This is an optimization exercise on Yosys and OpenROAD, whose aim is small area, not a production implementation. The RTL was checked by simulation tests, not by an equivalence proof against the original design. Power and IR drop assume default switching activity.

--- design/flow/config.mk ---
export PLATFORM = sky130hd
export DESIGN_NAME = Top_level
export DESIGN_NICKNAME = Top_level
export VERILOG_FILES = /design/flow/design.v
export SDC_FILE = /design/flow/constraint.sdc
export NUM_CORES = 4
export LEC_CHECK = 0
export ABC_AREA = 1
export CAP_MARGIN = 20
export CORE_MARGIN = 2
export CORE_UTILIZATION = 75
export PLACE_DENSITY = 0.85
export SLEW_MARGIN = 20
--- design/flow/constraint.sdc ---
create_clock -name core_clock -period 8.0 [get_ports {I_sys_clk_top}]
set_input_delay 1.6000 -clock core_clock [delete_from_list [all_inputs] [get_ports {I_sys_clk_top}]]
set_output_delay 1.6000 -clock core_clock [all_outputs]
set_load 0.01 [all_outputs]
--- design/flow/design.v ---
module UART_BAUDRATE_GEN
(
    input  I_sys_clk,
    input  I_rst,
    output O_tick,       
    output O_phase3      
);
reg [3:0] b;
always @(posedge I_sys_clk or posedge I_rst)
begin
    if (I_rst)
        b <= 4'd10;
    else begin
        b[0] <= ~b[0];
        b[1] <= (b[1] ^ b[0]) & ~b[3];
        b[2] <= b[2] ^ (b[1] & b[0]);
        b[3] <= (b[2] & b[1] & b[0]) | (b[3] & ~b[1] & ~b[0]);
    end
end
assign O_tick   = b[3] & ~b[1] & ~b[0];    
assign O_phase3 = (b == 4'd3);
endmodule
module UART_RX
(
    input        I_sys_clk,
    input        I_rst,
    input        I_rx_serial_data,
    input        I_baud_tick,
    output [2:0] o_code,
    output       o_stop_start    
);
reg [3:0] u;
reg [3:0] sp;
reg [2:0] S;
wire line = I_rx_serial_data;    
wire idle = u[3] & u[0];
always @(posedge I_sys_clk or posedge I_rst)
begin
    if (I_rst) begin
        u    <= 4'd9;
        sp   <= 4'd0;
        S    <= 3'd0;
    end else begin
        if (I_baud_tick) begin
            if (idle) begin
                if (!line) begin
                    if (sp[2:0] == 3'd7) begin
                        u  <= 4'd0;
                        sp <= 4'd0;
                    end else
                        sp <= sp + 4'd1;
                end
            end else begin
                {u, sp} <= {u, sp} + 8'd1;
                if (!u[3] && sp == 4'd15) begin
                    case (u[2:0])
                    3'd0, 3'd1, 3'd2: S <= {line, S[2:1]};
                    3'd3: if (line != (S[2] & (S[0] ^ S[1]))) S <= 3'd0;
                    3'd4: if (line != (S[0] & S[1]))           S <= 3'd0;
                    3'd5, 3'd6: if (!line)                     S <= 3'd0;
                    default:    if (line)                      S <= 3'd0;
                    endcase
                end
            end
        end
    end
end
assign o_code       = S;
assign o_stop_start = u[3] & ~u[0] & (sp == 4'd0);
endmodule
module Wrapper_UART
(
    input        I_sys_clk,
    input        I_rst,
    input        I_rx_serial_data,
    output [7:0] o_cmd
);
wire       tick, phase3, stop_start;
wire [2:0] code;
UART_BAUDRATE_GEN M1 (.I_sys_clk(I_sys_clk), .I_rst(I_rst), .O_tick(tick), .O_phase3(phase3));
UART_RX M2 (.I_sys_clk(I_sys_clk), .I_rst(I_rst), .I_rx_serial_data(I_rx_serial_data),
            .I_baud_tick(tick), .o_code(code), .o_stop_start(stop_start));
UART_Check_data M3 (.I_code(code), .I_valid2(stop_start & phase3), .o_write_enable(o_cmd[6:0]));
assign o_cmd[7] = 1'b0;
endmodule
module UART_Check_data
(
    input  [2:0] I_code,
    input        I_valid2,
    output [6:0] o_write_enable
);
assign o_write_enable[0] = I_valid2 & (I_code == 3'b001);  
assign o_write_enable[1] = I_valid2 & (I_code == 3'b111);  
assign o_write_enable[2] = I_valid2 & (I_code == 3'b011);  
assign o_write_enable[3] = I_valid2 & (I_code == 3'b100);  
assign o_write_enable[4] = I_valid2 & (I_code == 3'b010);  
assign o_write_enable[5] = I_valid2 & (I_code == 3'b110);  
assign o_write_enable[6] = I_valid2 & (I_code == 3'b101);  
endmodule
module motor_logic #(parameter count_limit = 40)
(
    input   I_clk,
    input   I_rst,
    input   I_motor_tick,
    input   I_servo_pwm_EN,
    input   I_ind,
    output  o_servo_output,
    output  movement_done
);
localparam CW = $clog2(count_limit + 1);
reg [1:0]    pwm;
reg          dn;
reg [CW-1:0] cnt;
wire T    = I_motor_tick;
wire sat  = ((cnt & count_limit) == count_limit);
wire hi   = |pwm;
wire pend = I_ind ? hi : &pwm;
wire stop = T & pend;                     
wire step = T & ~pend & (I_servo_pwm_EN | hi);
wire clr  = stop & sat;
wire [CW-1:0] cnt_inc = cnt + {{(CW-1){1'b0}}, T & ~sat};
always @(posedge I_clk or posedge I_rst)
begin
    if (I_rst) begin
        pwm <= 2'd0;
        dn  <= 1'b0;
        cnt <= {CW{1'b0}};
    end else begin
        pwm <= stop ? 2'd0 : pwm + {1'b0, step};
        dn  <= clr | (dn & ~step);
        cnt <= cnt_inc & ~({CW{clr}} & count_limit);
    end
end
assign o_servo_output = hi;
assign movement_done  = dn;
endmodule
module motor_logic_grip #(parameter count_limit = 40, parameter REV = 0)
(
    input   I_clk,
    input   I_rst,
    input   I_motor_tick,
    input   I_servo_pwm_EN,
    input   I_ind,
    output  o_servo_output,
    output  movement_done
);
localparam CW = $clog2(count_limit + 1);
reg [1:0]    q;
reg [CW-1:0] cnt;
wire T    = I_motor_tick;
wire sat  = ((cnt & count_limit) == count_limit);
wire two  = REV ? ~I_ind : I_ind;         
wire pend = q[1] & (q[0] | ~two);
wire stop = T & pend;
wire step = T & ~pend & (I_servo_pwm_EN | q[1]);
wire clr  = stop & sat;
wire [CW-1:0] cnt_inc = cnt + {{(CW-1){1'b0}}, T & ~sat};
always @(posedge I_clk or posedge I_rst)
begin
    if (I_rst) begin
        q   <= 2'b00;
        cnt <= {CW{1'b0}};
    end else begin
        if (stop)      q <= {1'b0, sat};
        else if (step) q <= {1'b1, q[1]};
        cnt <= cnt_inc & ~({CW{clr}} & count_limit);
    end
end
assign o_servo_output = q[1];
assign movement_done  = ~q[1] & q[0];
endmodule
module scanner
(
    input        I_sys_clk,
    input        I_rst,
    input        I_rst_button,
    input        I_start_button,
    input        det,
    input        D1,
    input        D3,
    input        G1,
    input        G2,
    input        G3,
    output       scanner_done,
    output [7:0] outs           
);
localparam [5:0] IDLE0 = 6'd24;
localparam [5:0] IDLE1 = 6'd25;
localparam [5:0] FIRST = 6'd27;
reg  [5:0] s;
reg        di3;
wire       cond;
wire [6:0] tab;
wire       di3_set, di3_clr;
scanner_table table_i (.s(s), .D1(D1), .D3(D3), .G1(G1), .G2(G2), .G3(G3),
                       .cond(cond), .outs(tab), .di3_set(di3_set), .di3_clr(di3_clr));
wire i0   = (s == IDLE0);
wire i1   = (s == IDLE1);
wire adv  = i0 | (~i1 & det & cond);
wire wrap = s[5] & (s[3:0] == 4'd11);    
always @(posedge I_sys_clk or posedge I_rst)
begin
    if (I_rst) begin
        s   <= IDLE1;
        di3 <= 1'b0;
    end else if (I_rst_button) begin
        s   <= IDLE1;
        di3 <= 1'b0;
    end else begin
        if ((i0 | i1) & I_start_button) s <= FIRST;
        else if (adv & wrap)            s <= {~s[4], ~s[4], 4'd0};
        else                            s <= s + {5'd0, adv};
        if (adv & di3_set) di3 <= 1'b1;
        if (adv & di3_clr) di3 <= 1'b0;
    end
end
assign scanner_done = i1;
assign outs = {di3 & ~i1, tab};    
endmodule
module scanner_table(input [5:0] s, input D1, input D3, input G1, input G2, input G3,
    output reg cond, output reg [6:0] outs, output di3_set, output di3_clr);
always @(*) begin
    case (s)
    6'd27: begin cond = 1'b1; outs = 7'b0000000; end  
    6'd28: begin cond = D1; outs = 7'b0001100; end  
    6'd29: begin cond = G3; outs = 7'b0111000; end  
    6'd30: begin cond = G1 & G2; outs = 7'b0101011; end  
    6'd31: begin cond = D1 & G3; outs = 7'b0100110; end  
    6'd32: begin cond = 1'b1; outs = 7'b0100001; end  
    6'd33: begin cond = G1; outs = 7'b0100001; end  
    6'd34: begin cond = 1'b1; outs = 7'b0010000; end  
    6'd35: begin cond = G3; outs = 7'b0010000; end  
    6'd36: begin cond = 1'b1; outs = 7'b0001100; end  
    6'd37: begin cond = D1; outs = 7'b0001100; end  
    6'd38: begin cond = 1'b1; outs = 7'b0111000; end  
    6'd39: begin cond = G3; outs = 7'b0111000; end  
    6'd40: begin cond = 1'b1; outs = 7'b0101011; end  
    6'd41: begin cond = G1; outs = 7'b0101011; end  
    6'd42: begin cond = 1'b1; outs = 7'b0100110; end  
    6'd43: begin cond = D1; outs = 7'b0100110; end  
    6'd48: begin cond = 1'b1; outs = 7'b0100001; end  
    6'd49: begin cond = G1; outs = 7'b0100001; end  
    6'd50: begin cond = 1'b1; outs = 7'b0010000; end  
    6'd51: begin cond = G3; outs = 7'b0010000; end  
    6'd52: begin cond = 1'b1; outs = 7'b0001100; end  
    6'd53: begin cond = D1; outs = 7'b0001100; end  
    6'd54: begin cond = 1'b1; outs = 7'b0111000; end  
    6'd55: begin cond = G3; outs = 7'b0111000; end  
    6'd56: begin cond = 1'b1; outs = 7'b0101011; end  
    6'd57: begin cond = G1; outs = 7'b0101011; end  
    6'd58: begin cond = 1'b1; outs = 7'b0100110; end  
    6'd59: begin cond = D1; outs = 7'b0100110; end  
    6'd0: begin cond = 1'b1; outs = 7'b1100010; end  
    6'd1: begin cond = 1'b1; outs = 7'b1100010; end  
    6'd2: begin cond = 1'b1; outs = 7'b1100010; end  
    6'd3: begin cond = D3; outs = 7'b1100010; end  
    6'd4: begin cond = 1'b1; outs = 7'b0100001; end  
    6'd5: begin cond = G1; outs = 7'b0100001; end  
    6'd6: begin cond = 1'b1; outs = 7'b0010000; end  
    6'd7: begin cond = G3; outs = 7'b0010000; end  
    6'd8: begin cond = 1'b1; outs = 7'b1000000; end  
    6'd9: begin cond = 1'b1; outs = 7'b1000000; end  
    6'd10: begin cond = 1'b1; outs = 7'b1000000; end  
    6'd11: begin cond = D3; outs = 7'b1000000; end  
    6'd12: begin cond = G3; outs = 7'b0110000; end  
    6'd13: begin cond = 1'b1; outs = 7'b0100011; end  
    6'd14: begin cond = G1; outs = 7'b0100011; end  
    6'd15: begin cond = 1'b1; outs = 7'b1100010; end  
    6'd16: begin cond = 1'b1; outs = 7'b1100010; end  
    6'd17: begin cond = 1'b1; outs = 7'b1100010; end  
    6'd18: begin cond = D3; outs = 7'b1100010; end  
    6'd19: begin cond = G1; outs = 7'b0100001; end  
    6'd20: begin cond = 1'b1; outs = 7'b0010000; end  
    6'd21: begin cond = 1'b1; outs = 7'b0010000; end  
    6'd22: begin cond = 1'b1; outs = 7'b0010000; end  
    6'd23: begin cond = 1'b1; outs = 7'b0000000; end  
    default: begin cond = 1'b1; outs = 7'b0000000; end
    endcase
end
assign di3_set = (s == 6'd59) | (s == 6'd14);
assign di3_clr = (s == 6'd7);
endmodule
module user_controller
(
    input        I_sys_clk,
    input        I_rst,
    input        I_rst_user_button,
    input  [3:0] I_move,         
    input        det,
    input        scanner_done,
    input  [7:0] done,           
    output [3:0] o_d,
    output [3:0] o_g,
    output [3:0] o_di,
    output [3:0] o_gi
);
reg [3:0] st;
reg [1:0] arm;    
wire idle = (st == 4'd0);
wire top  = (arm == 2'd2);
wire dA   = scanner_done & done[arm];
wire gA   = scanner_done & done[{1'b1, arm}];
wire cond = (top ^ st[1]) ? gA : dA;
always @(posedge I_sys_clk or posedge I_rst)
begin
    if (I_rst) begin
        st  <= 4'd0;
        arm <= 2'd0;
    end else if (I_rst_user_button) begin
        st  <= 4'd0;
        arm <= 2'd0;
    end else if (idle) begin
        if (scanner_done & (|I_move)) begin
            st  <= 4'b0111;
            arm <= {I_move[1] | I_move[2], I_move[3] | I_move[2]};
        end
    end else if (det & (~st[3] | ~st[0] | cond)) begin
        st <= st + 4'd1;
    end
end
wire act = st[3];
wire p1  = st[2];
wire p0  = st[1];
wire gv  = top ? ~p0 : p0;
wire dv  = ~gv;
wire giv = top ? ~p1 : (p1 ^ p0);
wire div = top ? (p1 ^ p0) : ~p1;
genvar i;
generate
for (i = 0; i < 4; i = i + 1) begin : arms
    wire sel = act & scanner_done & (arm == i);
    assign o_g[i]  = sel & gv;
    assign o_d[i]  = sel & dv;
    assign o_gi[i] = sel & giv;
    assign o_di[i] = sel & div;
end
endgenerate
endmodule
module Top_level
#(
    parameter BAUD_RATE             = 781250,   
    parameter MOTOR_CLOCK_FREQUENCY = 3906250,  
    parameter SERVO_COUNT_LIMIT     = 40        
)
(
    input           I_sys_clk_top,
    input           I_on_board_reset_n,
    input           I_rx_serial_data,
    output          o_servo1_directional_output_top,
    output          o_servo2_directional_output_top,
    output          o_servo3_directional_output_top,
    output          o_servo4_directional_output_top,
    output          o_servo1_gripping_output_top,
    output          o_servo2_gripping_output_top,
    output          o_servo3_gripping_output_top,
    output          o_servo4_gripping_output_top
);
wire clk = I_sys_clk_top;
wire rst = I_on_board_reset_n;
reg  [4:0] mc;
always @(posedge clk or posedge rst)
    if (rst) mc <= 5'd0;
    else     mc <= mc + 5'd1;
wire motor_tick = (mc == 5'd15);
wire motor_det  = (mc == 5'd17);
wire [7:0] cmd;
Wrapper_UART uart
(
    .I_sys_clk        (clk),
    .I_rst            (rst),
    .I_rx_serial_data (I_rx_serial_data),
    .o_cmd            (cmd)
);
wire       sc_done;
wire [7:0] sc_outs;    
wire [7:0] done;       
scanner cube_scanner
(
    .I_sys_clk  (clk),
    .I_rst      (rst),
    .I_rst_button(cmd[5]),
    .I_start_button(cmd[4]),
    .det        (motor_det),
    .D1         (done[0]),
    .D3         (done[2]),
    .G1         (done[4]),
    .G2         (done[5]),
    .G3         (done[6]),
    .scanner_done(sc_done),
    .outs       (sc_outs)
);
wire [3:0] u_d, u_g, u_di, u_gi;
user_controller user_ctrl
(
    .I_sys_clk  (clk),
    .I_rst      (rst),
    .I_rst_user_button(cmd[6]),
    .I_move     (cmd[3:0]),
    .det        (motor_det),
    .scanner_done(sc_done),
    .done       (done),
    .o_d        (u_d),
    .o_g        (u_g),
    .o_di       (u_di),
    .o_gi       (u_gi)
);
wire [3:0] en_d  = u_d  | {1'b0, sc_outs[6], sc_outs[2], sc_outs[2]};
wire [3:0] en_g  = u_g  | {1'b0, sc_outs[4], sc_outs[0], sc_outs[0]};
wire [3:0] ind_d = u_di | {1'b0, sc_outs[7], sc_outs[3], sc_outs[3]};
wire [3:0] ind_g = u_gi | {1'b0, sc_outs[5], sc_outs[1], sc_outs[1]};
wire [7:0] pwm_out;
genvar i;
generate
for (i = 0; i < 4; i = i + 1) begin : servo
    motor_logic #(.count_limit(SERVO_COUNT_LIMIT)) S_directional
    (
        .I_clk(clk), .I_rst(rst), .I_motor_tick(motor_tick),
        .I_servo_pwm_EN(en_d[i]), .I_ind(ind_d[i]),
        .o_servo_output(pwm_out[i]), .movement_done(done[i])
    );
    motor_logic_grip #(.count_limit(SERVO_COUNT_LIMIT), .REV(i == 2)) S_gripping
    (
        .I_clk(clk), .I_rst(rst), .I_motor_tick(motor_tick),
        .I_servo_pwm_EN(en_g[i]), .I_ind(ind_g[i]),
        .o_servo_output(pwm_out[4+i]), .movement_done(done[4+i])
    );
end
endgenerate
assign o_servo1_directional_output_top = pwm_out[0];
assign o_servo2_directional_output_top = pwm_out[1];
assign o_servo3_directional_output_top = pwm_out[2];
assign o_servo4_directional_output_top = pwm_out[3];
assign o_servo1_gripping_output_top    = pwm_out[4];
assign o_servo2_gripping_output_top    = pwm_out[5];
assign o_servo3_gripping_output_top    = pwm_out[6];
assign o_servo4_gripping_output_top    = pwm_out[7];
endmodule
--- design/flow/flow/run.sh ---
#!/bin/bash
# Layout flow: the standard flow (standard.sh), with the synthesis's final
# technology mapping done by an area-oriented abc script (flow/area.script)
# instead of ORFS's, and without ORFS's adder extraction. Everything before the
# mapping, and so every register, is as in the standard synthesis.
set -euo pipefail
HERE=$(pwd)
sed "s|^  log_cmd abc {\*}\$abc_args|  log_cmd abc -script $HERE/flow/area.script {*}[lrange \$abc_args 2 end]|" \
    "$FLOW_HOME/scripts/synth.tcl" > "$HERE/synth_area.tcl"
grep -q "flow/area.script" "$HERE/synth_area.tcl"
sed "s|^source \$::env(SCRIPTS_DIR)/synth.tcl|source $HERE/synth_area.tcl|" \
    "$HERE/synth_recipe.tcl" > "$HERE/synth_top.tcl"
grep -q "synth_area.tcl" "$HERE/synth_top.tcl"
bash "$HERE/standard.sh" SYNTH_SCRIPT="$HERE/synth_top.tcl" ADDER_MAP_FILE= BUFFER_PORTS_ARGS="-buffer_cell sky130_fd_sc_hd__buf_1" CTS_ARGS="${CTS_ARGS_OVERRIDE:--sink_clustering_enable -repair_clock_nets -dont_use_dummy_load}" finish > "$HERE/flow_make.log" 2>&1
--- design/flow/flow/area.script ---
strash
&get -n
&st
&deepsyn -T 60
&st
&dch -f
&nf -a
&put
mfs2
strash
&get -n
&st
&deepsyn -T 60
&st
&dch -f
&nf -a
&put
mfs2
strash
dch -f
amap
--- design/flow/standard.sh ---
#!/bin/bash
# synth_recipe.tcl (not shown) runs the flow's synth.tcl, then flattens the netlist and writes it again
# the make line also repeats each setting of config.mk as NAME=value (left out here)
make -C /OpenROAD-flow-scripts/flow DESIGN_CONFIG=/design/flow/config.mk WORK_HOME=/design/flow/orfs CLKGATE_MAP_FILE= SYNTH_SCRIPT=/design/flow/synth_recipe.tcl "${@:-finish}"
==> impl_metrics.toml, run 1 <==
[outcome]
run_status = "finished clean"

[place]
detailed_place_hpwl_um = 7770
gp_routability_congestion = 0.976
placedInstanceArea_mm2 = 0.00494
place.port_buffers = 10

[setup_path]
startpoint_type = "register"
cpMostUsedCell = "clkinv_1"
timing.reg2reg.worst_path_depth = 10
worst_setup_path_end_kind = "register"
reg2reg_from = "cube_scanner.s[3]"
timing.critical_path.from = "cube_scanner.s[3]"
r2r_slack_ns = 4.58
worst-endpoint-arrival_ns = 3.71
crit_path_cell_trace = "clkinv_1 -> nor3_1 -> nand2_1 -> nor2_1 -> clkinv_1 -> nor3_1 -> clkinv_1 -> o311ai_0 -> nor2_1 -> o32ai_1"
critPathBufInv = 3
critical-path-slowest-cell = "o311ai_0"
crit_fanout = 8
timing.rr.end = "servo[3].S_gripping.cnt[3]"
critical-path-max-stage-delay_ns = 0.64
setup.worst_path.class = "reg2reg"
worstPathRequired_ns = 8.29
crit_family = "simple AND/OR/NAND/NOR gates"

[sta]
report.final.slew_viol_count = 0
hold-worst-slack_ns = 0.473
worstMarginPinSlew_ns = 0.765
max-slew-margin-rel = 0.486
count_of_endpoints_failing_setup_in_the_final_report = 0
fin_crit_sh = 0.427
tns_ns = 0
final_period_minus_worst_setup_slack_ns = 3.42
fmax_ghz = 0.293
final_hold_viol_count = 0
rsz0062_at_grt = "no"
clock_skew_ns = 0.0347

[drt]
post-route-drc-count = 0
dr_total_vias = 4120
drtPass1Iterations = 6
viasPerCell = 6.18
wire_per_inst_um = 15.5
final_antenna_net_count = 0
wirelength_um = 10400
drt_iter0_markers = 375

[yosys]
syn-num-nets = 571
synthCells = 568
synth.ff_latch_count = 101
yosys.cell_types.count = 36
synth_ff_type = "dfrtp_1"
warnings_synthesis = 9
avgSynthCellArea_um2 = 8.42
synth_edf_count = 0
synth-seq-area-share = 0.530
share_of_flip_flops_with_an_asynchronous_set_or_reset_after_synthesis = 1.00
synthesis.area_mm2 = 0.00478

[min_path]
worstHoldEndpoint = "servo[0].S_gripping.cnt[4]"
hold_depth = 1
min-delay-start = "servo[0].S_gripping.cnt[4]"
timing.hold.worst.class = "reg2reg"

[cts]
ctsResizeCount = 0
clock_latency_ns = 0.38
clk_sink_count = 101
cts.hold.buffers_added = 0
root_buffer = "clkbuf_8"
cts_tree = "yes"
cts.clk_slew.worst_paths_ns = 0.10
htree_num_levels = 3
postCtsSetupBuffers = 0
numCtsBuffers = 9
clock_tree.buffer_depth = 2

[floorplanning]
design.die.area_mm2 = 0.00703
start_util = 0.766
die_w_um = 83.8
die_height_um = 83.8
core_region_area_mm2 = 0.00624
placement_rows = 29
pin_count = 11

[power_and_ir_drop]
p_leak_nw = 2.18
worst_voltage_drop_across_the_vdd_grid_v = 0.000155
power_per_cell_area_mw_per_mm2 = 163

[grt]
grt_pass1_wl_um = 18100
grt_pass1_vias = 4059
maximum_number_of_pins_on_one_net_before_global_route_repair = 63
gr-usage-all-layers = 0.322
grt_antenna_before_repair = 0
gr-total-overflow = 0

[layout]
final_common_cell = "nor2_1"
design.final.nets = 595
postLayoutCellArea_mm2 = 0.00506
num_antenna_cells = 0
final_cell_mix = "nor2_1, dfrtp_1, clkinv_1, nand2_1, o21ai_0"
flow.area_growth_from_synthesis_pct = 5.91
fillers = 385
layout-drive-gt1-share = 0.0339

[flow_run]
maxCapViolations = 0
## state kept, by name, summed over array words and instances, names as in the netlist
signal                   cells
servo.S_gripping.q           8
cube_scanner.di3             1
servo.S_directional.pwm      8
cube_scanner.s               6
user_ctrl.st                 4
uart.M2.u                    4
servo.S_directional.cnt     24
servo.S_gripping.cnt        24
user_ctrl.arm                2
uart.M2.S                    3
mc                           5
uart.M1.b                    4
uart.M2.sp                   4
servo.S_directional.dn       4
## logic make-up after synthesis
family / count (synthesis) / share of synthesized area
compound gates: 131 / 0.178
flops: 101 / 0.530
buf+inv: 84 / 0.0660
simple gates: 252 / 0.225
## Yosys cell counts, drive strengths merged (4+ instances only)
library cell | n | area [µm²]
a31oi | 4 | 25.0
and2 | 8 | 50.1
a21oi | 26 | 130
o21ai | 32 | 160
a211oi | 5 | 37.5
dfstp | 7 | 184
nor2b | 6 | 37.5
nand2 | 40 | 150
o22ai | 11 | 68.8
and3 | 13 | 81.3
o211ai | 4 | 30.0
nand4 | 5 | 31.3
clkinv | 84 | 315
o32ai | 4 | 35.0
o21a | 18 | 135
dfrtp | 94 | 2350
nor2 | 145 | 544
nand3 | 4 | 20.0
nor3 | 25 | 125
## worst reg2reg max path: cells and delay by family, from the launching register on
| kind | cells | cell delay, ns |
|---|---|---|
| buf+inv | 3 | 0.52 |
| flops | 1 | 0.62 |
| compound gates | 2 | 0.91 |
| simple gates | 5 | 1.27 |
## power by group
group	switching, mW	internal (mW)	total (mW)
Combinational	0.0269	0.0109	0.0378
Clock	0.154	0.101	0.255
Sequential	0.00903	0.522	0.531
Total	0.190	0.634	0.824
## worst max path at each step
stage | cells past startpoint | to
after floorplan | 1 | cube_scanner.di3
after global placement | 10 | servo[3].S_gripping.cnt[3]
after detailed placement | 10 | servo[3].S_gripping.cnt[3]
after CTS | 10 | servo[3].S_gripping.cnt[3]
after global routing | 10 | servo[3].S_gripping.cnt[3]
final | 10 | servo[3].S_gripping.cnt[3]
## layer usage
layer / share of wire / vias to the layer above / track usage / wire, µm
met5: 0 / - / 0 / 0
met4: 0.029 / 0 / 0.129 / 297
met3: 0.056 / 37 / 0.0791 / 581
met2: 0.49 / 139 / 0.528 / 5060
met1: 0.43 / 1964 / 0.416 / 4430
li1: - / 1980 / - / -
## cell type report
cell class | count | area [µm²] | area share
Clock buffer | 9 | 124 | 0.0245
Inverter | 84 | 318 | 0.0628
Timing Repair Buffer | 13 | 60.1 | 0.0119
Multi-Input combinational cell | 383 | 1930 | 0.381
Tap cell | 77 | 96.3 | 0.0190
Sequential cell | 101 | 2540 | 0.501
## per-stage QoR
step | cells | total power, mW | utilization | worst slack [ns]
global route | 667 | 0.847 | 0.811 | 4.16
CTS | 667 | 0.826 | 0.811 | 4.68
finish | 667 | 0.824 | 0.811 | 4.58
detailed placement | 658 | 0.579 | 0.792 | 4.70
floorplan | 568 | 0.568 | - | 4.69
global placement | 658 | 0.577 | 0.792 | 4.79
==> run 2, diff against run 1 <==
--- a/design/flow/flow/run.sh
+++ b/design/flow/flow/run.sh
@@ -6,2 +6,3 @@
 set -euo pipefail
+CTS_ARGS_OVERRIDE="-sink_clustering_enable -repair_clock_nets -dont_use_dummy_load -buf_list sky130_fd_sc_hd__clkbuf_8 -sink_clustering_size 18 -sink_clustering_max_diameter 60"
 HERE=$(pwd)
==> impl_metrics.toml, run 2 <==
[outcome]
run_status = "finished clean"

[drt]
final_antenna_net_count = 0
drt_iter0_markers = 375
wirelength_um = 10400
dr_total_vias = 4120
viasPerCell = 6.18
wire_per_inst_um = 15.5
post-route-drc-count = 0
drtPass1Iterations = 6

[yosys]
warnings_synthesis = 9
yosys.cell_types.count = 36
synth-seq-area-share = 0.530
avgSynthCellArea_um2 = 8.42
synth_ff_type = "dfrtp_1"
area_leader_netlist = "dfrtp_1"
post-synth-top-count-cell = "nor2_1"
commonest_cells_in_the_netlist = "nor2_1, dfrtp_1, clkinv_1"
synth.ff_latch_count = 101
synthCells = 568
synth_edf_count = 0
yosys.area.top_type_share = 0.492
syn-num-nets = 571
synthesis.area_mm2 = 0.00478
post_synth_main_area_contributors = "dfrtp_1, nor2_1, clkinv_1"
share_of_flip_flops_with_an_asynchronous_set_or_reset_after_synthesis = 1.00

[place]
placedInstanceArea_mm2 = 0.00494
post-place-cells = 658
detailed_place_hpwl_um = 7770
gp_routability_congestion = 0.976
place.port_buffers = 10

[sta]
rsz0062_at_grt = "no"
fmax_ghz = 0.293
worstMarginPinSlew_ns = 0.765
fin_crit_sh = 0.427
final_hold_viol_count = 0
tns_ns = 0
count_of_endpoints_failing_setup_in_the_final_report = 0
clock_skew_ns = 0.0347
final_period_minus_worst_setup_slack_ns = 3.42
report.final.slew_viol_count = 0
max-slew-margin-rel = 0.486

[cts]
clock_tree.buffer_depth = 2
clk_sink_count = 101
numCtsBuffers = 9
cts.hold.buffers_added = 0
clock_latency_ns = 0.38
postCtsSetupBuffers = 0
root_buffer = "clkbuf_8"
ctsResizeCount = 0
cts.clk_slew.worst_paths_ns = 0.10
cts_tree = "yes"
htree_num_levels = 3

[setup_path]
reg2reg_from = "cube_scanner.s[3]"
timing.reg2reg.worst_path_depth = 10
r2r_slack_ns = 4.58
crit_fanout = 8
setup.worst_path.class = "reg2reg"
startpoint_type = "register"
worstPathRequired_ns = 8.29
timing.rr.end = "servo[3].S_gripping.cnt[3]"
worst-endpoint-arrival_ns = 3.71
worst_setup_path_end_kind = "register"

[min_path]
min-delay-start = "servo[0].S_gripping.cnt[4]"
timing.hold.worst.class = "reg2reg"
worstHoldEndpoint = "servo[0].S_gripping.cnt[4]"
hold_depth = 1

[layout]
final_cell_mix = "nor2_1, dfrtp_1, clkinv_1, nand2_1, o21ai_0"
num_antenna_cells = 0
largestRegisters = "servo.S_directional.cnt x24, servo.S_gripping.cnt x24"
seqCellArea_mm2 = 0.00254
fillers = 385
design.final.nets = 595
multi_input_area_mm2 = 0.00193
layout-drive-gt1-share = 0.0339
postLayoutCellArea_mm2 = 0.00506
fin_cells = 667
flow.area_growth_from_synthesis_pct = 5.91
final_common_cell = "nor2_1"

[grt]
maximum_number_of_pins_on_one_net_before_global_route_repair = 63
grt_pass1_vias = 4059
grt_pass1_wl_um = 18100
grt_antenna_before_repair = 0
gr-usage-all-layers = 0.322
gr-total-overflow = 0

[flow_run]
maxCapViolations = 0

[power_and_ir_drop]
finalPower_mw = 0.824
internal_power_consumption_mw = 0.634
switching_share = 0.230
sequentialPowerShare = 0.645
fraction_of_power_consumed_by_the_clock_network = 0.309
worst_voltage_drop_across_the_vdd_grid_v = 0.000155
power_per_cell_area_mw_per_mm2 = 163
power.net_switching_mw = 0.190
p_leak_nw = 2.18
p_comb_frac = 0.046

[floorplanning]
pin_count = 11
design.die.area_mm2 = 0.00703
die_w_um = 83.8
die_height_um = 83.8
start_util = 0.766
core_region_area_mm2 = 0.00624
placement_rows = 29
==> run 2: cell counts in the layout (fill, tap and decap cells not counted) <==
No cell type changed its count.
==> run 2: cell type report <==
class	instances	area share
Clock buffer	9	0.0245
Multi-Input combinational cell	383	0.381
Inverter	84	0.0628
Sequential cell	101	0.501
Timing Repair Buffer	13	0.0119
Tap cell	77	0.0190
==> run 2: layer usage <==
metal,part of all wire,GRT usage,vias up
met5,0,0,-
met4,0.029,0.129,0
met3,0.056,0.0791,37
met2,0.49,0.528,139
met1,0.43,0.416,1964
li1,-,-,1980
==> run 2: kinds of logic after synthesis <==
| logic type | count (synthesis) | synth area share |
|---|---|---|
| and+or+nand+nor | 252 | 0.225 |
| AOI/OAI and AO/OA | 131 | 0.178 |
| DFF | 101 | 0.530 |
| buffers and inverters | 84 | 0.0660 |
==> run 2: worst max-delay path by stage <==
stage,startpoint,end,slack (ns)
global route,cube_scanner.s[3],servo[3].S_gripping.cnt[3],4.16
floorplan,I_on_board_reset_n,cube_scanner.di3,4.69
finish,cube_scanner.s[3],servo[3].S_gripping.cnt[3],4.58
global placement,cube_scanner.s[3],servo[3].S_gripping.cnt[3],4.79
CTS,cube_scanner.s[3],servo[3].S_gripping.cnt[3],4.68
detailed placement,cube_scanner.s[3],servo[3].S_gripping.cnt[3],4.70
==> run 2: stage by stage <==
step / util / setup slack [ns] / hold slack, ns
global route: 0.811 / 4.16 / 0.497
floorplan: - / 4.69 / 0.440
CTS: 0.811 / 4.68 / 0.477
global placement: 0.792 / 4.79 / 0.453
detailed placement: 0.792 / 4.70 / 0.464
finish: 0.811 / 4.58 / 0.473
==> run 2: critical path, cell delays in order (launching register included) <==
cell and delay, ns:
dfstp_2 0.62, clkinv_1 0.16, nor3_1 0.24, nand2_1 0.18
nor2_1 0.33, clkinv_1 0.20, nor3_1 0.44, clkinv_1 0.16
o311ai_0 0.64, nor2_1 0.08, o32ai_1 0.27
==> run 2: power by group through the flow <==
stage / logic [mW] / clock network, mW / registers [mW]
final: 0.0378 / 0.255 / 0.531
after global routing: 0.0448 / 0.270 / 0.532
after CTS: 0.0386 / 0.257 / 0.531
after detailed placement: 0.0385 / 0 / 0.541
after global placement: 0.0368 / 0 / 0.540
after floorplan: 0.0297 / 0 / 0.539
==> run 3, diff against run 2 <==
--- a/design/flow/flow/run.sh
+++ b/design/flow/flow/run.sh
@@ -6,3 +6,3 @@
 set -euo pipefail
-CTS_ARGS_OVERRIDE="-sink_clustering_enable -repair_clock_nets -dont_use_dummy_load -buf_list sky130_fd_sc_hd__clkbuf_8 -sink_clustering_size 18 -sink_clustering_max_diameter 60"
+CTS_ARGS_OVERRIDE="-sink_clustering_enable -repair_clock_nets -dont_use_dummy_load -buf_list sky130_fd_sc_hd__clkbuf_16 -sink_clustering_size 30 -sink_clustering_max_diameter 80"
 HERE=$(pwd)
==> impl_metrics.toml, run 3 <==
[setup_path]
worstPathRequired_ns = 8.25
startpoint_type = "register"
timing.rr.end = "servo[3].S_gripping.cnt[3]"
setup.worst_path.class = "reg2reg"
reg2reg_from = "cube_scanner.s[3]"
crit_fanout = 8
r2r_slack_ns = 4.44
worst_setup_path_end_kind = "register"
worst-endpoint-arrival_ns = 3.81
timing.reg2reg.worst_path_depth = 10

[place]
detailed_place_hpwl_um = 7770
gp_routability_congestion = 0.976
dpl_worst_slack_ns = 4.70
place.port_buffers = 10

[drt]
dr_total_vias = 4172
final_antenna_net_count = 0
post-route-drc-count = 0
viasPerCell = 6.25
drt_iter0_markers = 358
wire_per_inst_um = 16.1
wirelength_um = 10800
drtPass1Iterations = 4

[sta]
fin_crit_sh = 0.445
tns_ns = 0
clock_skew_ns = 0.0207
max-slew-margin-rel = 0.429
worstMarginPinSlew_ns = 0.845
final.setup.worst_slack_ns = 4.44
final_period_minus_worst_setup_slack_ns = 3.56
final_hold_viol_count = 0
rsz0062_at_grt = "no"
count_of_endpoints_failing_setup_in_the_final_report = 0
report.final.slew_viol_count = 0
fmax_ghz = 0.281

[floorplanning]
design.die.area_mm2 = 0.00703
placement_rows = 29
die_height_um = 83.8
core_region_area_mm2 = 0.00624
pin_count = 11
start_util = 0.766
die_w_um = 83.8

[power_and_ir_drop]
worst_voltage_drop_across_the_vdd_grid_v = 0.000152
p_leak_nw = 2.23
power_per_cell_area_mw_per_mm2 = 180

[cts]
ctsResizeCount = 0
cts.hold.buffers_added = 0
root_buffer = "clkbuf_16"
cts_tree = "yes"
cts.clk_slew.worst_paths_ns = 0.07
htree_num_levels = 3
numCtsBuffers = 9
postCtsSetupBuffers = 0
clock_latency_ns = 0.34
clk_sink_count = 101
clock_tree.buffer_depth = 2

[min_path]
worstHoldEndpoint = "servo[0].S_gripping.cnt[4]"
hold_depth = 1
min-delay-start = "servo[0].S_gripping.cnt[4]"
timing.hold.worst.class = "reg2reg"

[yosys]
synth.ff_latch_count = 101
yosys.area.top_type_share = 0.492
avgSynthCellArea_um2 = 8.42
syn-num-nets = 571
post_synth_main_area_contributors = "dfrtp_1, nor2_1, clkinv_1"
post-synth-top-count-cell = "nor2_1"
synthCells = 568
synth_ff_type = "dfrtp_1"
area_leader_netlist = "dfrtp_1"
commonest_cells_in_the_netlist = "nor2_1, dfrtp_1, clkinv_1"
synth_edf_count = 0
warnings_synthesis = 9
synthesis.area_mm2 = 0.00478
yosys.cell_types.count = 36
synth-seq-area-share = 0.530
share_of_flip_flops_with_an_asynchronous_set_or_reset_after_synthesis = 1.00

[outcome]
run_status = "finished clean"

[layout]
layout-drive-gt1-share = 0.0339
largestRegisters = "servo.S_directional.cnt x24, servo.S_gripping.cnt x24"
design.final.nets = 595
final_common_cell = "nor2_1"
num_antenna_cells = 0
final_cell_mix = "nor2_1, dfrtp_1, clkinv_1, nand2_1, o21ai_0"
fillers = 374
flow.area_growth_from_synthesis_pct = 8.03

[grt]
grt_antenna_before_repair = 0
maximum_number_of_pins_on_one_net_before_global_route_repair = 63
grt_pass1_wl_um = 18700
gr-total-overflow = 0
gr-usage-all-layers = 0.335
grt_pass1_vias = 4114

[flow_run]
maxCapViolations = 0
## run 3: cell count changes in the layout (fill, tap and decap cells not counted)
| cell | before | now |
|---|---|---|
| clkbuf_16 | 0 | 9 |
| clkbuf_8 | 9 | 0 |
## run 3: kinds of logic after synthesis
family                 after synthesis  synth area share
AO/OA/AOI/OAI                      131             0.178
AND/OR/NAND/NOR                    252             0.225
flip-flops                         101             0.530
buffers and inverters               84            0.0660
## run 3: layer usage
metal,GRT usage,vias up,routed length [µm]
met5,0,-,0
met4,0.129,0,253
met3,0.0781,29,530
met2,0.556,131,5400
met1,0.432,2025,4590
li1,-,1987,-
## run 3: worst max-delay path by stage
| stage | start | to | slack, ns |
|---|---|---|---|
| 4_1_cts | cube_scanner.s[3] | servo[3].S_gripping.cnt[3] | 4.55 |
| 2_1_floorplan | I_on_board_reset_n | cube_scanner.di3 | 4.69 |
| 3_3_place_gp | cube_scanner.s[3] | servo[3].S_gripping.cnt[3] | 4.79 |
| 6_report | cube_scanner.s[3] | servo[3].S_gripping.cnt[3] | 4.44 |
| 3_5_place_dp | cube_scanner.s[3] | servo[3].S_gripping.cnt[3] | 4.70 |
| 5_1_grt | cube_scanner.s[3] | servo[3].S_gripping.cnt[3] | 4.07 |
## run 3: critical path: stages (launching register included)
cell and delay [ns]:
dfstp_2 0.61, clkinv_1 0.16, nor3_1 0.24, nand2_1 0.18
nor2_1 0.33, clkinv_1 0.20, nor3_1 0.44, clkinv_1 0.17
o311ai_0 0.74, nor2_1 0.10, o32ai_1 0.29
## run 3: power by group
group / total, mW / internal [mW] / switching (mW)
logic: 0.0382 / 0.0109 / 0.0274
clock network: 0.362 / 0.198 / 0.163
registers: 0.532 / 0.523 / 0.00924
## run 3: cell type report
class / count / area, µm² / share of cell area
Clock buffer: 9 / 225 / 0.0436
Inverter: 84 / 318 / 0.0615
Multi-Input combinational cell: 383 / 1930 / 0.374
Sequential cell: 101 / 2540 / 0.491
Tap cell: 77 / 96.3 / 0.0187
Timing Repair Buffer: 13 / 60.1 / 0.0116
## run 3: metrics by stage
| step | power [mW] | cells | area (µm²) | util | hold slack, ns |
|---|---|---|---|---|---|
| CTS | 0.935 | 667 | 5160 | 0.828 | 0.474 |
| finish | 0.932 | 667 | 5160 | 0.828 | 0.471 |
| floorplan | 0.568 | 568 | 4780 | - | 0.440 |
| global route | 0.960 | 667 | 5160 | 0.828 | 0.491 |
| detailed placement | 0.579 | 658 | 4940 | 0.792 | 0.464 |
| global placement | 0.577 | 658 | 4940 | 0.792 | 0.453 |
==> run 4, diff against run 3 <==
--- a/design/flow/flow/run.sh
+++ b/design/flow/flow/run.sh
@@ -6,3 +6,2 @@
 set -euo pipefail
-CTS_ARGS_OVERRIDE="-sink_clustering_enable -repair_clock_nets -dont_use_dummy_load -buf_list sky130_fd_sc_hd__clkbuf_16 -sink_clustering_size 30 -sink_clustering_max_diameter 80"
 HERE=$(pwd)
--- a/design/flow/config.mk
+++ b/design/flow/config.mk
@@ -10,4 +10,4 @@
 export CORE_MARGIN = 2
-export CORE_UTILIZATION = 75
-export PLACE_DENSITY = 0.85
+export CORE_UTILIZATION = 85
+export PLACE_DENSITY = 0.93
 export SLEW_MARGIN = 20
==> impl_metrics.toml, run 4 <==
[setup_path]
crit_family = "compound AO/OA/AOI/OAI gates"
critical-path-max-stage-delay_ns = 0.58
startpoint_type = "register"
cpMostUsedCell = "clkinv_1"
critPathBufInv = 4
critical-path-slowest-cell = "dfstp_2"
crit_path_cell_trace = "clkinv_1 -> nor2_1 -> nand2_1 -> o221ai_1 -> clkinv_1 -> o31ai_1 -> o21ai_0 -> nor4_1 -> a211oi_1 -> o21a_1 -> nor2_1 -> clkinv_1 -> nor2_1 -> o21ai_0 -> clkinv_1 -> nand2_1 -> a222oi_1"
worstPathRequired_ns = 8.24
worst-endpoint-arrival_ns = 3.99
setup.worst_path.class = "reg2reg"
reg2reg_from = "cube_scanner.s[3]"
timing.critical_path.from = "cube_scanner.s[3]"
crit_fanout = 12
worst_setup_path_end_kind = "register"

[yosys]
syn-num-nets = 563
synthCells = 560
synth-seq-area-share = 0.533
post-synth-top-count-cell = "nor2_1"
synth_edf_count = 0
avgSynthCellArea_um2 = 8.50
area_leader_netlist = "dfrtp_1"
commonest_cells_in_the_netlist = "nor2_1, dfrtp_1, clkinv_1"
synthesis.area_mm2 = 0.00476
share_of_flip_flops_with_an_asynchronous_set_or_reset_after_synthesis = 1.00
yosys.cell_types.count = 37
post_synth_main_area_contributors = "dfrtp_1, nor2_1, clkinv_1"
synth_ff_type = "dfrtp_1"
yosys.area.top_type_share = 0.494
synth.ff_latch_count = 101
warnings_synthesis = 9

[drt]
viasPerCell = 6.60
drt_iter0_markers = 506
wirelength_um = 11200
drtPass1Iterations = 8
final_antenna_net_count = 0
dr_total_vias = 4307
wire_per_inst_um = 17.1
post-route-drc-count = 0

[sta]
fin_crit_sh = 0.468
worstMarginPinSlew_ns = 0.932
final.setup.worst_slack_ns = 4.26
clock_skew_ns = 0.0239
count_of_endpoints_failing_setup_in_the_final_report = 0
max-slew-margin-rel = 0.377
final_hold_viol_count = 0
final_period_minus_worst_setup_slack_ns = 3.74
tns_ns = 0
fmax_ghz = 0.267
hold-worst-slack_ns = 0.475
rsz0062_at_grt = "no"
report.final.slew_viol_count = 0

[layout]
final_cell_mix = "nor2_1, dfrtp_1, clkinv_1, o21ai_0, nand2_1"
postLayoutCellArea_mm2 = 0.00503
num_antenna_cells = 0
final_common_cell = "nor2_1"
largestRegisters = "servo.S_directional.cnt x24, servo.S_gripping.cnt x24"
layout-drive-gt1-share = 0.0327
fin_cells = 653
design.final.nets = 586
flow.area_growth_from_synthesis_pct = 5.65
utilization = 0.919

[floorplanning]
die_height_um = 78.8
design.die.area_mm2 = 0.00621
core_region_area_mm2 = 0.00547
start_util = 0.869
placement_rows = 27
pin_count = 11
die_w_um = 78.8

[place]
place.port_buffers = 10
dpl_worst_slack_ns = 4.41
detailed_place_hpwl_um = 7810
gp_routability_congestion = 0.960
post-place-cells = 644
placedInstanceArea_mm2 = 0.00490

[cts]
clock_tree.buffer_depth = 2
cts_tree = "yes"
clk_sink_count = 101
postCtsSetupBuffers = 0
cts.clk_slew.worst_paths_ns = 0.09
htree_num_levels = 3
cts.hold.buffers_added = 0
root_buffer = "clkbuf_8"
clock_latency_ns = 0.36
ctsResizeCount = 0
numCtsBuffers = 9

[power_and_ir_drop]
p_leak_nw = 2.14
worst_voltage_drop_across_the_vdd_grid_v = 0.000134
power_per_cell_area_mw_per_mm2 = 162
finalPower_mw = 0.815

[grt]
maximum_number_of_pins_on_one_net_before_global_route_repair = 57
gr-total-overflow = 0
grt_antenna_before_repair = 0
grt_pass1_vias = 4185
grt_pass1_wl_um = 18600
gr-usage-all-layers = 0.387

[outcome]
run_status = "finished clean"

[min_path]
min-delay-start = "servo[3].S_gripping.cnt[4]"
timing.hold.worst.class = "reg2reg"

[flow_run]
maxCapViolations = 0
==> run 4: cell types whose count changed after synthesis, moves of 4 or more <==
cell | before | now
o21ai_0 | 32 | 38
and3_1 | 13 | 9
clkinv_1 | 84 | 74
o21a_1 | 18 | 22
a211oi_1 | 5 | 10
and2_0 | 8 | 14
==> run 4: area by class of cell <==
type / instances / area [µm²]
clock buffer: 9 / 124
timing repair buffer: 12 / 52.6
inverter: 74 / 280
tap: 72 / 90.1
multi-input combinational: 385 / 1940
sequential: 101 / 2540
fill: 221 / 445
==> run 4: final timing paths <==
kind | end | slack, ns | depth (start not counted)
worst min-delay path | servo[3].S_gripping.cnt[4] | 0.48 | 1
min in group asynchronous | servo[1].S_gripping.cnt[2] | 1.26 | 2
worst max-delay path | cube_scanner.s[5] | 4.26 | 17
worst max register to register | cube_scanner.s[5] | 4.26 | 17
max in group asynchronous | servo[0].S_directional.cnt[0] | 5.62 | 3
worst min register to register | servo[3].S_gripping.cnt[4] | 0.48 | 1
==> run 4: per-layer routing <==
layer | global-route usage | wire, µm | up-vias
met5 | 0 | 0 | -
met1 | 0.482 | 4250 | 2018
li1 | - | - | 1941
met3 | 0.0852 | 961 | 67
met2 | 0.657 | 5470 | 281
met4 | 0.176 | 487 | 0
==> run 4: power by group <==
group / total [mW] / leakage, nW / internal, mW / switching [mW]
Clock: 0.250 / 0.0647 / 0.101 / 0.149
Sequential: 0.531 / 1.30 / 0.521 / 0.0101
Combinational: 0.0342 / 0.773 / 0.00890 / 0.0253
==> run 4: cell families after synthesis <==
family | count (synthesis) | share of synthesized area
flops | 101 | 0.533
buf+inv | 74 | 0.0584
compound gates | 132 | 0.179
simple gates | 253 | 0.230
==> run 5, diff against run 4 <==
--- a/design/flow/flow/area.script
+++ b/design/flow/flow/area.script
@@ -1 +1,10 @@
+strash
+&get -n
+&st
+&deepsyn -T 60
+&st
+&dch -f
+&nf -a
+&put
+mfs2
 strash
--- a/design/flow/config.mk
+++ b/design/flow/config.mk
@@ -8,6 +8,6 @@
 export ABC_AREA = 1
-export CAP_MARGIN = 20
+export CAP_MARGIN = 0
 export CORE_MARGIN = 2
-export CORE_UTILIZATION = 85
-export PLACE_DENSITY = 0.93
-export SLEW_MARGIN = 20
+export CORE_UTILIZATION = 75
+export PLACE_DENSITY = 0.85
+export SLEW_MARGIN = 0
==> impl_metrics.toml, run 5 <==
[place]
placedInstanceArea_mm2 = 0.00487
post-place-cells = 645
place.port_buffers = 10
gp_routability_congestion = 1.01
detailed_place_hpwl_um = 7370

[drt]
drtPass1Iterations = 5
detail_route.wirelength.met1_um = 4300
dr_total_vias = 4018
wirelength_um = 10200
final_antenna_net_count = 0
highest_layer = "met4"
wire_per_inst_um = 15.5
post-route-drc-count = 0
drt_iter0_markers = 280
wl_met2_um = 5210
met3_wire_length_um = 461
viasPerCell = 6.14

[setup_path]
reg2reg_from = "cube_scanner.s[3]"
cpMostUsedCell = "clkinv_1"
worst_setup_path_end_kind = "register"
startpoint_type = "register"
crit_path_cell_trace = "clkinv_1 -> nor3_1 -> nand2_1 -> clkinv_1 -> nor4_1 -> a311oi_1 -> clkinv_1 -> nor2_1 -> nand3_1 -> o21ai_0 -> a32o_1 -> o21ai_0 -> a21oi_1 -> nand2_1 -> clkinv_1 -> o21ai_0 -> nor2_1 -> a21oi_1 -> a311oi_1"
critical-path-slowest-cell = "dfstp_2"
setup.worst_path.class = "reg2reg"
timing.critical_path.from = "cube_scanner.s[3]"
crit_fanout = 9
critical-path-max-stage-delay_ns = 0.63
worst-endpoint-arrival_ns = 3.99
worstPathRequired_ns = 8.25
crit_family = "compound AO/OA/AOI/OAI gates"
critPathBufInv = 4

[power_and_ir_drop]
power.net_switching_mw = 0.182
switching_share = 0.223
sequentialPowerShare = 0.653
p_comb_frac = 0.046
fraction_of_power_consumed_by_the_clock_network = 0.301
p_leak_nw = 2.16
internal_power_consumption_mw = 0.634
worst_voltage_drop_across_the_vdd_grid_v = 0.000151
power_per_cell_area_mw_per_mm2 = 163

[layout]
final_cell_mix = "nor2_1, dfrtp_1, clkinv_1, nand2_1, a21oi_1"
largestRegisters = "servo.S_directional.cnt x24, servo.S_gripping.cnt x24"
flow.area_growth_from_synthesis_pct = 5.77
layout-drive-gt1-share = 0.0328
postLayoutCellArea_mm2 = 0.00500
design.final.nets = 584
fin_cells = 654
final_common_cell = "nor2_1"
num_antenna_cells = 0

[floorplanning]
start_util = 0.788
pin_count = 11
design.die.area_mm2 = 0.00695
core_region_area_mm2 = 0.00599
die_height_um = 83.4
die_w_um = 83.4
placement_rows = 28

[cts]
postCtsSetupBuffers = 0
cts.clk_slew.worst_paths_ns = 0.07
clk_sink_count = 101
root_buffer = "clkbuf_8"
numCtsBuffers = 9
htree_num_levels = 3
cts_tree = "yes"
ctsResizeCount = 0
cts.hold.buffers_added = 0
clock_tree.buffer_depth = 2
clock_latency_ns = 0.36

[grt]
gr-usage-all-layers = 0.311
grt_antenna_before_repair = 0
grt_pass1_vias = 3952
gr-total-overflow = 0
maximum_number_of_pins_on_one_net_before_global_route_repair = 66
grt_pass1_wl_um = 17400

[yosys]
yosys.cell_types.count = 34
yosys.area.top_type_share = 0.498
commonest_cells_in_the_netlist = "nor2_1, dfrtp_1, clkinv_1"
area_leader_netlist = "dfrtp_1"
synth_edf_count = 0
post-synth-top-count-cell = "nor2_1"
synth.ff_latch_count = 101
synthesis.area_mm2 = 0.00472
synthCells = 558
warnings_synthesis = 9
share_of_flip_flops_with_an_asynchronous_set_or_reset_after_synthesis = 1.00
post_synth_main_area_contributors = "dfrtp_1, nor2_1, clkinv_1"
syn-num-nets = 561
avgSynthCellArea_um2 = 8.46
synth_ff_type = "dfrtp_1"
synth-seq-area-share = 0.537

[sta]
final_period_minus_worst_setup_slack_ns = 3.75
final_hold_viol_count = 0
max-slew-margin-rel = 0.399
fin_crit_sh = 0.468
tns_ns = 0
worstMarginPinSlew_ns = 0.893
clock_skew_ns = 0.0302
report.final.slew_viol_count = 0
fmax_ghz = 0.267
rsz0062_at_grt = "no"
count_of_endpoints_failing_setup_in_the_final_report = 0

[min_path]
timing.hold.worst.class = "reg2reg"
min-delay-start = "servo[3].S_gripping.cnt[4]"

[flow_run]
maxCapViolations = 0

[outcome]
run_status = "finished clean"
run 5: final cells by class:
cell class / instances / area [µm²]
flip-flops and latches: 101 / 2540
multi-input cells: 379 / 1890
fillers: 357 / 995
inverters: 78 / 295
clock buffers: 9 / 124
well taps: 75 / 93.8
repair buffers: 12 / 52.6
run 5: per-layer routing:
metal  global-route usage  vias to the layer above
met2                0.536                      139
met3               0.0577                       33
met4                0.107                        0
met5                    0                        -
li1                     -                     1946
met1                0.398                     1900
run 5: cells by family (layout without fill, tap and decap cells):
| group | Yosys count | count (layout) | synth area share |
|---|---|---|---|
| and+or+nand+nor | 250 | 250 | 0.229 |
| AOI/OAI and AO/OA | 129 | 129 | 0.172 |
| buffers and inverters | 78 | 99 | 0.0620 |
| DFF | 101 | 101 | 0.537 |
run 5: metrics by stage:
step / power [mW] / utilization / setup slack (ns) / hold WS (ns)
finish: 0.816 / 0.834 / 4.25 / 0.476
global route: 0.844 / 0.834 / 3.91 / 0.492
CTS: 0.819 / 0.834 / 4.30 / 0.479
detailed placement: 0.579 / 0.813 / 4.35 / 0.462
global placement: 0.576 / 0.813 / 4.47 / 0.455
floorplan: 0.569 / - / 4.69 / 0.443
run 5: power groups by stage:
| stage | Combinational, mW | Sequential (mW) | Clock, mW |
|---|---|---|---|
| 2_1_floorplan | 0.0292 | 0.539 | 0 |
| 3_3_place_gp | 0.0353 | 0.541 | 0 |
| 3_5_place_dp | 0.0374 | 0.542 | 0 |
| 4_1_cts | 0.0377 | 0.532 | 0.249 |
| 5_1_grt | 0.0439 | 0.534 | 0.266 |
| 6_report | 0.0372 | 0.533 | 0.246 |
run 5: final timing paths:
check                                           endpoint  slack, ns  cells after the start
min in group asynchronous                   uart.M2.S[1]       1.24                      2
max in group asynchronous  servo[0].S_directional.cnt[4]       5.58                      3
min reg2reg                   servo[3].S_gripping.cnt[4]       0.48                      1
min                           servo[3].S_gripping.cnt[4]       0.48                      1
max reg2reg                            cube_scanner.s[5]       4.25                     19
max                                    cube_scanner.s[5]       4.25                     19
==> run 6, diff against run 5 <==
==> design/flow/flow/area.script (replaced) <==
strash
&get -n
&st
&deepsyn -T 60
&st
&dch -f
&nf -a
&put
mfs2
strash
&get -n
&st
&deepsyn -T 60
&st
&dch -f
&nf -a
&put
mfs2
strash
dch -f
amap
==> impl_metrics.toml, run 6 <==
[outcome]
run_status = "finished clean"

[layout]
utilization = 0.809
fin_cells = 659
final_common_cell = "nor2_1"
fillers = 417
postLayoutCellArea_mm2 = 0.00508
layout-drive-gt1-share = 0.0344
seqCellArea_mm2 = 0.00254
design.final.nets = 587
flow.area_growth_from_synthesis_pct = 5.90
final_cell_mix = "nor2_1, dfrtp_1, clkinv_1, o21ai_0, nor3_1"
num_antenna_cells = 0
multi_input_area_mm2 = 0.00200
largestRegisters = "servo.S_directional.cnt x24, servo.S_gripping.cnt x24"

[min_path]
timing.hold.worst.class = "reg2reg"
min-delay-start = "servo[1].S_directional.cnt[4]"
hold_depth = 1

[floorplanning]
placement_rows = 29
start_util = 0.764
die_w_um = 84.0
core_region_area_mm2 = 0.00628
design.die.area_mm2 = 0.00705
die_height_um = 84.0
pin_count = 11

[setup_path]
r2r_slack_ns = 4.25
timing.critical_path.from = "cube_scanner.s[0]"
worst_setup_path_end_kind = "register"
startpoint_type = "register"
worst-endpoint-arrival_ns = 4.00
worstPathRequired_ns = 8.25
setup.worst_path.class = "reg2reg"
critPathCapture = "cube_scanner.s[5]"
reg2reg_from = "cube_scanner.s[0]"
timing.rr.end = "cube_scanner.s[5]"
crit_fanout = 7
timing.reg2reg.worst_path_depth = 18

[cts]
ctsResizeCount = 0
root_buffer = "clkbuf_8"
clk_sink_count = 101
clock_latency_ns = 0.37
htree_num_levels = 3
numCtsBuffers = 9
cts_tree = "yes"
postCtsSetupBuffers = 0
clock_tree.buffer_depth = 2
cts.clk_slew.worst_paths_ns = 0.08
cts.hold.buffers_added = 0

[power_and_ir_drop]
finalPower_mw = 0.795
power_per_cell_area_mw_per_mm2 = 157
p_leak_nw = 2.17
worst_voltage_drop_across_the_vdd_grid_v = 0.000184

[sta]
fin_crit_sh = 0.469
fmax_ghz = 0.267
tns_ns = 0
final.setup.worst_slack_ns = 4.25
max-slew-margin-rel = 0.499
clock_skew_ns = 0.0339
worstMarginPinSlew_ns = 0.742
rsz0062_at_grt = "no"
hold-worst-slack_ns = 0.472
final_hold_viol_count = 0
final_period_minus_worst_setup_slack_ns = 3.75
report.final.slew_viol_count = 0
count_of_endpoints_failing_setup_in_the_final_report = 0

[yosys]
warnings_synthesis = 9
syn-num-nets = 563
synthesis.area_mm2 = 0.00479
commonest_cells_in_the_netlist = "nor2_1, dfrtp_1, clkinv_1"
synthCells = 560
share_of_flip_flops_with_an_asynchronous_set_or_reset_after_synthesis = 1.00
yosys.cell_types.count = 36
area_leader_netlist = "dfrtp_1"
synth-seq-area-share = 0.529
yosys.area.top_type_share = 0.491
post_synth_main_area_contributors = "dfrtp_1, nor2_1, clkinv_1"
synth_edf_count = 0
avgSynthCellArea_um2 = 8.56
synth_ff_type = "dfrtp_1"
synth.ff_latch_count = 101
post-synth-top-count-cell = "nor2_1"

[drt]
viasPerCell = 6.09
final_antenna_net_count = 0
drtPass1Iterations = 8
wire_per_inst_um = 16.1
post-route-drc-count = 0
dr_total_vias = 4012
wirelength_um = 10600
drt_iter0_markers = 341

[place]
post-place-cells = 650
place.port_buffers = 10
dpl_worst_slack_ns = 4.38
placedInstanceArea_mm2 = 0.00495
gp_routability_congestion = 0.845
detailed_place_hpwl_um = 7790

[grt]
gr-total-overflow = 0
grt_pass1_wl_um = 18100
maximum_number_of_pins_on_one_net_before_global_route_repair = 54
grt_antenna_before_repair = 0
gr-usage-all-layers = 0.321
grt_pass1_vias = 3991

[flow_run]
maxCapViolations = 0
==> run 6: cell type report <==
type	count	share of cell area
tap	77	0.0190
timing repair buffer	13	0.0118
multi-input combinational	389	0.393
inverter	70	0.0522
sequential	101	0.500
clock buffer	9	0.0244
==> run 6: cells by family (layout without fill, tap and decap cells) <==
| family | count (synthesis) | count (layout) | synth area share |
|---|---|---|---|
| simple gates | 258 | 258 | 0.238 |
| buf+inv | 70 | 92 | 0.0548 |
| compound gates | 131 | 131 | 0.179 |
| flops | 101 | 101 | 0.529 |
==> run 6: worst min-delay path by stage <==
stage	to
global placement	uart.M1.b[0]
detailed placement	servo[1].S_directional.cnt[4]
floorplan	servo[1].S_directional.cnt[4]
finish	servo[1].S_directional.cnt[4]
CTS	servo[1].S_directional.cnt[4]
global route	servo[0].S_gripping.cnt[4]
==> run 6: critical path, stage by stage, from the launching register on <==
cell and delay (ns):
dfstp_2 0.61, clkinv_1 0.21, o21a_1 0.25, nor2_1 0.14, nor2_1 0.07, o22ai_1 0.15
a21oi_1 0.11, o211ai_1 0.16, a21oi_1 0.06, a2111oi_0 0.64, o31ai_1 0.16, a21oi_1 0.22
nor2_1 0.10, nand2_1 0.12, clkinv_1 0.08, o21ai_0 0.18, nor2_1 0.14, a21oi_1 0.17
nor2_1 0.05
==> run 6: metal layers <==
layer	wire length, µm	GRT usage	vias to the layer above
li1	-	-	1951
met4	249	0.109	0
met1	4440	0.387	1901
met3	454	0.0682	34
met2	5470	0.571	126
met5	0	0	-
==> run 6: where the power goes <==
part / total (mW) / leakage, nW / internal, mW / switching [mW]
logic: 0.0212 / 0.809 / 0.00528 / 0.0159
clock network: 0.252 / 0.0647 / 0.101 / 0.150
registers: 0.522 / 1.30 / 0.516 / 0.00591
==> run 7, diff against run 6 <==
==> design/flow/flow/run.sh (replaced) <==
#!/bin/bash
# Layout flow: the standard flow (standard.sh), with these changes:
# - synthesis: the final technology mapping is done by area-oriented abc
#   scripts (flow/area*.script, tried in turn by flow/abc_multi.tcl, smallest
#   kept) instead of ORFS's, and without ORFS's adder extraction; everything
#   before the mapping, and so every register, is as in the standard synthesis;
# - port buffers are buf_1 cells;
# - clock tree synthesis without dummy loads.
set -euo pipefail
HERE=$(pwd)
sed "s|^  log_cmd abc {\*}\$abc_args|  source $HERE/flow/abc_multi.tcl|" \
    "$FLOW_HOME/scripts/synth.tcl" > "$HERE/synth_area.tcl"
grep -q "flow/abc_multi.tcl" "$HERE/synth_area.tcl"
sed "s|^source \$::env(SCRIPTS_DIR)/synth.tcl|source $HERE/synth_area.tcl|" \
    "$HERE/synth_recipe.tcl" > "$HERE/synth_top.tcl"
grep -q "synth_area.tcl" "$HERE/synth_top.tcl"
bash "$HERE/standard.sh" SYNTH_SCRIPT="$HERE/synth_top.tcl" ADDER_MAP_FILE= \
    BUFFER_PORTS_ARGS="-buffer_cell sky130_fd_sc_hd__buf_1" \
    CTS_ARGS="-sink_clustering_enable -repair_clock_nets -dont_use_dummy_load" \
    finish > "$HERE/flow_make.log" 2>&1
==> design/flow/flow/abc_multi.tcl (new file) <==
# Technology mapping, multi-start: map the design with each area script
# (deepsyn with different seeds) and keep the smallest result. Only the
# combinational logic changes; the registers are those of the standard synthesis.
set abc_dir [file dirname [file normalize [info script]]]
design -save pre_abc
set best_area 1e18
foreach scr [lsort [glob $abc_dir/area*.script]] {
  design -load pre_abc
  log_cmd abc -script $scr {*}[lrange $abc_args 2 end]
  set st [tee -q -s result.string stat {*}$lib_args]
  if { ![regexp {Chip area for module [^:]*: ([0-9.]+)} $st -> area] } {
    error "no area from stat"
  }
  puts "abc_multi: $scr area $area"
  if { $area < $best_area } {
    set best_area $area
    design -save best_abc
  }
}
design -load best_abc
puts "abc_multi: kept area $best_area"
==> design/flow/flow/area1.script (new file) <==
strash
&get -n
&st
&deepsyn -T 45 -S 11
&st
&dch -f
&nf -a
&put
mfs2
strash
&get -n
&st
&deepsyn -T 45 -S 11
&st
&dch -f
&nf -a
&put
mfs2
strash
&get -n
&st
&deepsyn -T 45 -S 11
&st
&dch -f
&nf -a
&put
mfs2
strash
dch -f
amap
==> design/flow/flow/area2.script (new file) <==
strash
&get -n
&st
&deepsyn -T 45 -S 22
&st
&dch -f
&nf -a
&put
mfs2
strash
&get -n
&st
&deepsyn -T 45 -S 22
&st
&dch -f
&nf -a
&put
mfs2
strash
&get -n
&st
&deepsyn -T 45 -S 22
&st
&dch -f
&nf -a
&put
mfs2
strash
dch -f
amap
==> design/flow/flow/area3.script (new file) <==
strash
&get -n
&st
&deepsyn -T 45 -S 33
&st
&dch -f
&nf -a
&put
mfs2
strash
&get -n
&st
&deepsyn -T 45 -S 33
&st
&dch -f
&nf -a
&put
mfs2
strash
&get -n
&st
&deepsyn -T 45 -S 33
&st
&dch -f
&nf -a
&put
mfs2
strash
dch -f
amap
==> design/flow/flow/area4.script (new file) <==
strash
&get -n
&st
&deepsyn -T 45 -S 44
&st
&dch -f
&nf -a
&put
mfs2
strash
&get -n
&st
&deepsyn -T 45 -S 44
&st
&dch -f
&nf -a
&put
mfs2
strash
&get -n
&st
&deepsyn -T 45 -S 44
&st
&dch -f
&nf -a
&put
mfs2
strash
dch -f
amap
--- a/design/flow/config.mk
+++ b/design/flow/config.mk
@@ -8,3 +8,3 @@
 export ABC_AREA = 1
-export CAP_MARGIN = 0
+export CAP_MARGIN = 20
 export CORE_MARGIN = 2
@@ -12,2 +12,2 @@
 export PLACE_DENSITY = 0.85
-export SLEW_MARGIN = 0
+export SLEW_MARGIN = 20
removed: design/flow/flow/area.script
==> impl_metrics.toml, run 7 <==
[layout]
postLayoutCellArea_mm2 = 0.00501
seqCellArea_mm2 = 0.00254
fillers = 375
flow.area_growth_from_synthesis_pct = 5.76
final_common_cell = "nor2_1"
largestRegisters = "servo.S_directional.cnt x24, servo.S_gripping.cnt x24"
design.final.nets = 583
multi_input_area_mm2 = 0.00193
layout-drive-gt1-share = 0.0329

[cts]
cts.clk_slew.worst_paths_ns = 0.09
cts_tree = "yes"
postCtsSetupBuffers = 0
clk_sink_count = 101
cts.hold.buffers_added = 0
root_buffer = "clkbuf_8"
ctsResizeCount = 0
clock_tree.buffer_depth = 2

[yosys]
share_of_flip_flops_with_an_asynchronous_set_or_reset_after_synthesis = 1.00
post-synth-top-count-cell = "nor2_1"
synth.ff_latch_count = 101
synthCells = 557
commonest_cells_in_the_netlist = "nor2_1, dfrtp_1, clkinv_1"
warnings_synthesis = 9
synth_edf_count = 0
synth_ff_type = "dfrtp_1"
avgSynthCellArea_um2 = 8.50
synth-seq-area-share = 0.536
yosys.cell_types.count = 37
area_leader_netlist = "dfrtp_1"
post_synth_main_area_contributors = "dfrtp_1, nor2_1, clkinv_1"

[floorplanning]
placement_rows = 28
design.die.area_mm2 = 0.00697
start_util = 0.786
core_region_area_mm2 = 0.00603
die_w_um = 83.5
die_height_um = 83.5

[grt]
gr-total-overflow = 0
grt_pass1_wl_um = 18100
grt_antenna_before_repair = 0

[power_and_ir_drop]
p_leak_nw = 2.16
worst_voltage_drop_across_the_vdd_grid_v = 0.000148
finalPower_mw = 0.784
power_per_cell_area_mw_per_mm2 = 156

[setup_path]
worstPathRequired_ns = 8.27
critical-path-max-stage-delay_ns = 0.64
startpoint_type = "register"
worst-endpoint-arrival_ns = 3.72
setup.worst_path.class = "reg2reg"
cpMostUsedCell = "nor2_1"
crit_path_cell_trace = "clkinv_1 -> nor2_1 -> nand3_1 -> nor2_1 -> clkinv_1 -> o311a_1 -> o31ai_1 -> nand2_1 -> nor3_1 -> nor2_1 -> a211oi_1"

[place]
detailed_place_hpwl_um = 7460
placedInstanceArea_mm2 = 0.00488
place.port_buffers = 10
dpl_worst_slack_ns = 4.72

[min_path]
timing.hold.worst.class = "reg2reg"

[sta]
tns_ns = 0
final_period_minus_worst_setup_slack_ns = 3.45
rsz0062_at_grt = "no"
max-slew-margin-rel = 0.405
fin_crit_sh = 0.432
final_hold_viol_count = 0
final.setup.worst_slack_ns = 4.55
fmax_ghz = 0.290
count_of_endpoints_failing_setup_in_the_final_report = 0
report.final.slew_viol_count = 0

[drt]
drtPass1Iterations = 5
wire_per_inst_um = 15.9
dr_total_vias = 4128
final_antenna_net_count = 0
viasPerCell = 6.32

[outcome]
run_status = "finished clean"
## run 7: cell types whose count changed in the layout (fill, tap and decap cells not counted), sizes merged, moves of 5 or more
cell   before  now
and3        9   15
nand2      27   38
nor2b      10    4
nor2      146  139
and2       13    8
o21a       19   14
## run 7: cell type report
type	instances	area share
well taps	75	0.0187
inverters	73	0.0552
clock buffers	9	0.0247
repair buffers	12	0.0105
flip-flops and latches	101	0.506
multi-input cells	383	0.384
## run 7: metal layers
layer / GRT usage / part of all wire / routed length, µm / vias to the layer above
met5: 0 / 0 / 0 / -
met4: 0.119 / 0.032 / 329 / 0
met3: 0.0692 / 0.056 / 580 / 43
met2: 0.554 / 0.50 / 5170 / 180
met1: 0.421 / 0.42 / 4320 / 1961
li1: - / - / - / 1944
## run 7: kinds of logic (layout without fill, tap and decap cells)
logic type,Yosys count,after routing,share of synthesized area
buffers and inverters,73,94,0.0579
AO/OA/AOI/OAI,123,123,0.164
AND/OR/NAND/NOR,260,260,0.243
flip-flops,101,101,0.536
## run 7: final timing paths
check | slack [ns] | start | endpoint | depth (start not counted)
max in group asynchronous | 5.58 | I_on_board_reset_n | mc[1] | 3
min in group asynchronous | 1.22 | I_on_board_reset_n | servo[0].S_gripping.cnt[2] | 2
worst max-delay path | 4.55 | cube_scanner.s[3] | user_ctrl.st[3] | 11
worst max register to register | 4.55 | cube_scanner.s[3] | user_ctrl.st[3] | 11
worst min-delay path | 0.47 | servo[2].S_gripping.cnt[4] | servo[2].S_gripping.cnt[4] | 1
worst min register to register | 0.47 | servo[2].S_gripping.cnt[4] | servo[2].S_gripping.cnt[4] | 1
## run 7: power breakdown
part	switching (mW)	internal, mW
clock network	0.154	0.101
logic	0.0118	0.00209
registers	0.00166	0.512
total	0.168	0.616
## run 7: critical path: cells and delay by family, from the launching register on
kind                   cells  cell delay (ns)
AND/OR/NAND/NOR            6             1.38
flip-flops                 1             0.64
buffers and inverters      2             0.43
AO/OA/AOI/OAI              3             0.90
## run 7: metrics by stage
step / utilization / hold WS, ns / std cells
3_3_place_gp: 0.811 / 0.452 / 644
2_1_floorplan: - / 0.440 / 557
4_1_cts: 0.831 / 0.476 / 653
3_5_place_dp: 0.811 / 0.463 / 644
6_report: 0.831 / 0.474 / 653
5_1_grt: 0.831 / 0.491 / 653

Re-timed with assumed drivers on the ports (clkbuf_16 on the clock, buf_2 on other inputs), run 7 has 4.547 ns of setup slack against 4.547 ns with ideal ports, and 4.547 ns once port delays also move by the mid clock arrival of 0.392 ns.
